Context: an optimization exercise on an open-source flow, tuned for small area. The choices shown serve that exercise and are no tape-out recipe. Where RTL was checked, it was by simulation tests only, not by an equivalence proof against the original. Power and IR drop assume default switching activity.

== old ==
==> flow/design.v (excerpt) <==
module cpu16(
	input clk,
	input rst,
	input [15:0] instr,
	output [7:0] pc,
	output wb_en,
	output [3:0] wb_addr,
	output [15:0] wb_data
    );
	wire [4:0] op = instr[15:11];
	wire [3:0] x = instr[7:4];
	wire [3:0] y = instr[3:0];
	reg [255:0] rf;
	reg [7:0] pc_q;
	reg cf;
	wire wr, ena, enb, immb, binv, cin, es, ca, cx, can, cxn, shl_op, shr_op, rev, revn;
	wire cf_upd, cf_mask, jump;
	ctrl u_ctrl(.op(op), .x(x), .y(y), .cf(cf), .rst(rst),
		.wr(wr), .ena(ena), .enb(enb), .immb(immb), .binv(binv), .cin(cin),
		.es(es), .ca(ca), .cx(cx), .can(can), .cxn(cxn),
		.shl_op(shl_op), .shr_op(shr_op), .rev(rev), .revn(revn),
		.cf_upd(cf_upd), .cf_mask(cf_mask), .jump(jump));
	wire [15:0] sa, sb, sw, swn;
	dec16 u_deca(.a(x), .en(ena), .y(sa));
	dec16 u_decb(.a(y), .en(enb), .y(sb));
	decw u_decw(.a(x), .en(wr), .y(sw), .yn(swn));
	wire [15:0] a, rb;
	genvar i, j;
	generate
		for (i = 0; i < 16; i = i + 1) begin : rd
			wire [15:0] col;
			for (j = 0; j < 16; j = j + 1) begin : c
				assign col[j] = rf[16*j + i];
			end
			rdbit ua(.d(col), .s(sa), .y(a[i]));
			rdbit ub(.d(col), .s(sb), .y(rb[i]));
		end
	endgenerate
	wire [15:0] b = {rb[15:4], rb[3:0] | (y & {4{immb}})};
	wire [15:0] bx = b ^ {16{binv}};
	wire big = |b[15:4];
	wire sl = shl_op & ~big;
	wire sr = shr_op & ~big;
	wire [15:0] sh;
	shifter u_sh(.a(a), .rev(rev), .revn(revn), .nb(b[3:0]), .y(sh));
	wire [16:0] c;
	wire [15:0] result;
	assign c[0] = cin;
	generate
		for (i = 0; i < 16; i = i + 2) begin : alu
			alu2 u(.a(a[i+1:i]), .bx(bx[i+1:i]), .c(c[i]), .es(es), .ca(ca), .cx(cx),
				.can(can), .cxn(cxn), .shl(sh[i+1:i]), .shr({sh[14-i], sh[15-i]}),
				.sl(sl), .sr(sr), .c2(c[i+2]), .res(result[i+1:i]));
		end
	endgenerate
	wire [255:0] rf_d;
	generate
		for (j = 0; j < 16; j = j + 1) begin : wrow
			for (i = 0; i < 16; i = i + 1) begin : wb
				g_a22o u(.a1(sw[j]), .a2(result[i]), .b1(swn[j]), .b2(rf[16*j + i]), .y(rf_d[16*j + i]));
			end
		end
	endgenerate
	always @(posedge clk)
		rf <= rf_d;
	always @(posedge clk) begin
		if (rst)
			pc_q <= 8'b0;
		else if (jump)
			pc_q <= {(|x) ? x : a[3:0], b[3:0]};
		else
			pc_q <= pc_q + 8'd1;
	end
	always @(posedge clk) begin
		if (rst)
			cf <= 1'b0;
		else if (cf_upd)
			cf <= c[16] & ~cf_mask;
	end
	assign wb_en = wr;
	assign wb_addr = x;
	assign wb_data = result;
	assign pc = pc_q;
endmodule
For scale: about 1,300 cells after synthesis, about 47 I/O pins, about 13,000 um^2 of cells after synthesis.
Settings: LEC_CHECK=0, CAP_MARGIN=0, CORE_MARGIN=2, CORE_UTILIZATION=60, CTS_BUF_LIST=sky130_fd_sc_hd__clkbuf_8, CTS_CLUSTER_DIAMETER=80, CTS_CLUSTER_SIZE=16, PLACE_DENSITY=0.75, SLEW_MARGIN=0, SYNTH_HIERARCHICAL=1; clock period 15.0 ns.
run.sh (not shown) runs the stock make flow with config.mk's settings and CLKGATE_MAP_FILE= SYNTH_SCRIPT=/design/flow/synth_recipe.tcl, a recipe that flattens the netlist after the stock synthesis.
Setup changes, old to new
==> flow/flow/run.sh (new file) <==
#!/bin/bash
# Standard layout flow, with smaller port buffers and area recovery after
# global routing. Each tool's output is logged by standard.sh under orfs/logs.
set -e
cp standard.sh standard_sh.txt
export BUFFER_PORTS_ARGS="-buffer_cell sky130_fd_sc_hd__buf_1"
export RECOVER_POWER=100
bash standard.sh > standard_run.log 2>&1
==> flow/standard.sh (new file) <==
#!/bin/bash
# synth_recipe.tcl (not shown) runs the flow's synth.tcl, then flattens the netlist and writes it again
# the make line also repeats each setting of config.mk as NAME=value (left out here)
make -C /OpenROAD-flow-scripts/flow DESIGN_CONFIG=/design/flow/config.mk WORK_HOME=/design/flow/orfs CLKGATE_MAP_FILE= SYNTH_SCRIPT=/design/flow/synth_recipe.tcl "${@:-finish}"
removed: flow/run.sh
==> comparison <==
Taking old as the reference, in new number of cells in the finished layout apart from fillers fell 0.31%, register share of the cell area rose by 1.0 points, final critical path time including I/O delays and setup went up.
Higher global-route total usage across every layer among old and new: old
Comparing the two runs side by side, new comes out behind old on worst setup slack.
Re layout overhead on the synthesized area: new is 2.8 points down on old.
new vs. old: worst slack at placement higher; aggregate routed wire length saw a decrease; arrival time of data at the critical path endpoint grew by 0.04 ns; summed area of non-filler cells in the final layout lower; non-clock buffer count went down 2.

---

Setup of lane 1:
cpu16, a different RTL version from the one above (not shown whole).
For scale: ~1200 cells after synthesis.
clock: 15.0 ns
lec_check: 0
cap_margin: 20
core_margin: 2
core_utilization: 40
slew_margin: 20
synth_hierarchical: 1
Stock flow here: none of the scripts above is used.
Relative to lane 1, the following input files were edited for lane 2:
Settings: PLACE_DENSITY: unset -> 0.8; CORE_UTILIZATION: 40 -> 70.
[summary]
Higher clock-buffer cell count goes to lane 1 over lane 2.
Lane 2 vs lane 1 — net count reported at finish dropped slightly
Summary of lane 2 over lane 1: cell-internal power up about 2.7%, minimum setup slack in the final design up 63 ps, number of vias per cell after detailed routing up 19%.
No run of this note included a check of the RTL's function; only the layout flow was run.

---

Another version of the RTL of cpu16 (not shown whole).
Size: about 1300 cells after synthesis, about 47 I/O pins, about 13000 um2 of cells after synthesis.
clock: 15.0 ns
lec_check: 0
cap_margin: 0
core_margin: 2
core_utilization: 66
cts_buf_list: sky130_fd_sc_hd__clkbuf_8
cts_cluster_diameter: 80
cts_cluster_size: 18
gpl_timing_driven: 0
place_density: 0.8
slew_margin: 0
synth_hierarchical: 1
standard.sh (not shown) runs the stock make flow with config.mk's settings and CLKGATE_MAP_FILE= SYNTH_SCRIPT=/design/flow/synth_recipe.tcl, a recipe that flattens the netlist after the stock synthesis.
==> flow/flow/run.sh <==
#!/bin/bash
# Standard layout flow, with smaller port buffers and area recovery after
# global routing. Each tool's output is logged by standard.sh under orfs/logs.
set -e
cp standard.sh standard_sh.txt
export BUFFER_PORTS_ARGS="-buffer_cell sky130_fd_sc_hd__buf_1"
export RECOVER_POWER=100
bash standard.sh > standard_run.log 2>&1
The starting point finished clean.
Edit:
- CORE_UTILIZATION: 66 -> 60
- CTS_CLUSTER_SIZE: 18 -> 16
- GPL_TIMING_DRIVEN: 0 -> default
- PLACE_DENSITY: 0.8 -> 0.75
Effect:
- via count stays flat
- fmax falls by 1.1%
- clock skew went up by 20 ps
- wire length is higher by about 0.8%
- design area increases by about 0.4%
- worst hold slack stays flat
Edit:
- CORE_UTILIZATION: 60 -> 66
- CTS_CLUSTER_SIZE: 16 -> 18
- PLACE_DENSITY: 0.75 -> 0.8
After rerunning:
- clock-buffer cell count went down by 2
- routed wire length went down by 1.9%
- worst setup slack is better by 280 ps
- power went down by 0.86%
- via count went up by 1.1%
- sequential share of layout area went up by 0.24 points
- utilization went up by 6.6 points

---

cpu16 again, from the RTL that the note above started with.
==> flow/config.mk <==
export PLATFORM = sky130hd
export DESIGN_NAME = cpu16
export DESIGN_NICKNAME = cpu16
export VERILOG_FILES = /design/flow/design.v
export SDC_FILE = /design/flow/constraint.sdc
export NUM_CORES = 4
export LEC_CHECK = 0
export CAP_MARGIN = 0
export CORE_MARGIN = 2
export CORE_UTILIZATION = 66
export CTS_BUF_LIST = sky130_fd_sc_hd__clkbuf_8
export CTS_CLUSTER_DIAMETER = 80
export CTS_CLUSTER_SIZE = 16
export PLACE_DENSITY = 0.8
export SLEW_MARGIN = 0
export SYNTH_HIERARCHICAL = 1
==> flow/constraint.sdc <==
create_clock -name core_clock -period 15.0 [get_ports {clk}]
set_input_delay 3.0000 -clock core_clock [delete_from_list [all_inputs] [get_ports {clk}]]
set_output_delay 3.0000 -clock core_clock [all_outputs]
set_load 0.01 [all_outputs]
Scripts as last shown in full above: flow/flow/run.sh
The starting point completed with no timing, DRC or antenna violations.
Then changed:
==> flow/run.sh (new file) <==
#!/bin/bash
# synth_recipe.tcl (not shown) runs the flow's synth.tcl, then flattens the netlist and writes it again
# the make line also repeats each setting of config.mk as NAME=value (left out here)
make -C /OpenROAD-flow-scripts/flow DESIGN_CONFIG=/design/flow/config.mk WORK_HOME=/design/flow/orfs CLKGATE_MAP_FILE= SYNTH_SCRIPT=/design/flow/synth_recipe.tcl finish
CORE_UTILIZATION = 60   (was 66)
PLACE_DENSITY = 0.75   (was 0.8)
removed: flow/flow/run.sh
removed: flow/standard.sh
Outcome:
- cell count goes up by 2.0%
- global-route usage goes down by 1.6 points
- first-iteration DRC count goes down by 11%
- worst hold slack degrades by 0.0031 ns
- design area goes up by 3.4%
- synthesized cell count does not change
- register-to-register slack improves by 0.53 ns
- non-clock buffer count goes up by 19
- area after synthesis does not change
- fmax goes down by 3.1%
- sequential power stays flat

-- re-timing with driven ports --
No port has a modelled driver above. Below, the same layouts with a new extraction and two added sets of constraints.
Step 1, drivers: a clkbuf_16 drives clk and a buf_2 each remaining input, both assumed.
Step 2 adds t to the input delays and takes it off the output delays; t is the mean of the earliest and latest rising clock arrival at the registers after step 1. Input paths then give back, and output paths get back, about the clock's delay inside the block.
Three values: ideal, step 1, step 2; two values: the first two.
| run | t (ns) | slack for setup (ns) | hold WS [ns] | worst setup path at the end | slew at the worst register clock pin (ns) |
|---|---|---|---|---|---|
| old | 0.609 | 1.310 / 1.282 / 1.282 | 0.499 / 0.499 / 0.499 | input to output | 0.11 / 0.11 |
| new | 0.603 | 1.269 / 1.245 / 1.245 | 0.505 / 0.505 / 0.505 | input to output | 0.12 / 0.12 |
| lane 1 | 0.613 | 0.190 / 0.167 / 0.167 | 0.488 / 0.488 / 0.488 | input to output | 0.07 / 0.07 |
| lane 2 | 0.589 | 0.254 / 0.226 / 0.226 | 0.500 / 0.500 / 0.500 | input to output | 0.07 / 0.07 |
| the first run of note 3 | 0.585 | 1.026 / 1.004 / 1.004 | 0.510 / 0.510 / 0.510 | input to output | 0.12 / 0.12 |
| the second run of note 3 | 0.605 | 0.870 / 0.843 / 0.843 | 0.509 / 0.509 / 0.509 | input to output | 0.11 / 0.11 |
| the third run of note 3 | 0.601 | 1.149 / 1.126 / 1.126 | 0.510 / 0.510 / 0.510 | input to output | 0.12 / 0.12 |
| the first run of note 4 | 0.599 | 1.063 / 1.039 / 1.039 | 0.511 / 0.511 / 0.511 | input to output | 0.11 / 0.11 |
| the second run of note 4 | 0.612 | 0.613 / 0.580 / 0.580 | 0.508 / 0.508 / 0.508 | input to output | 0.11 / 0.11 |
After both steps setup and hold are still met in every run listed. The setup slack of the second run of note 4, which loses most, moves by -0.033 ns with the drivers and by -0.033 ns with both steps.
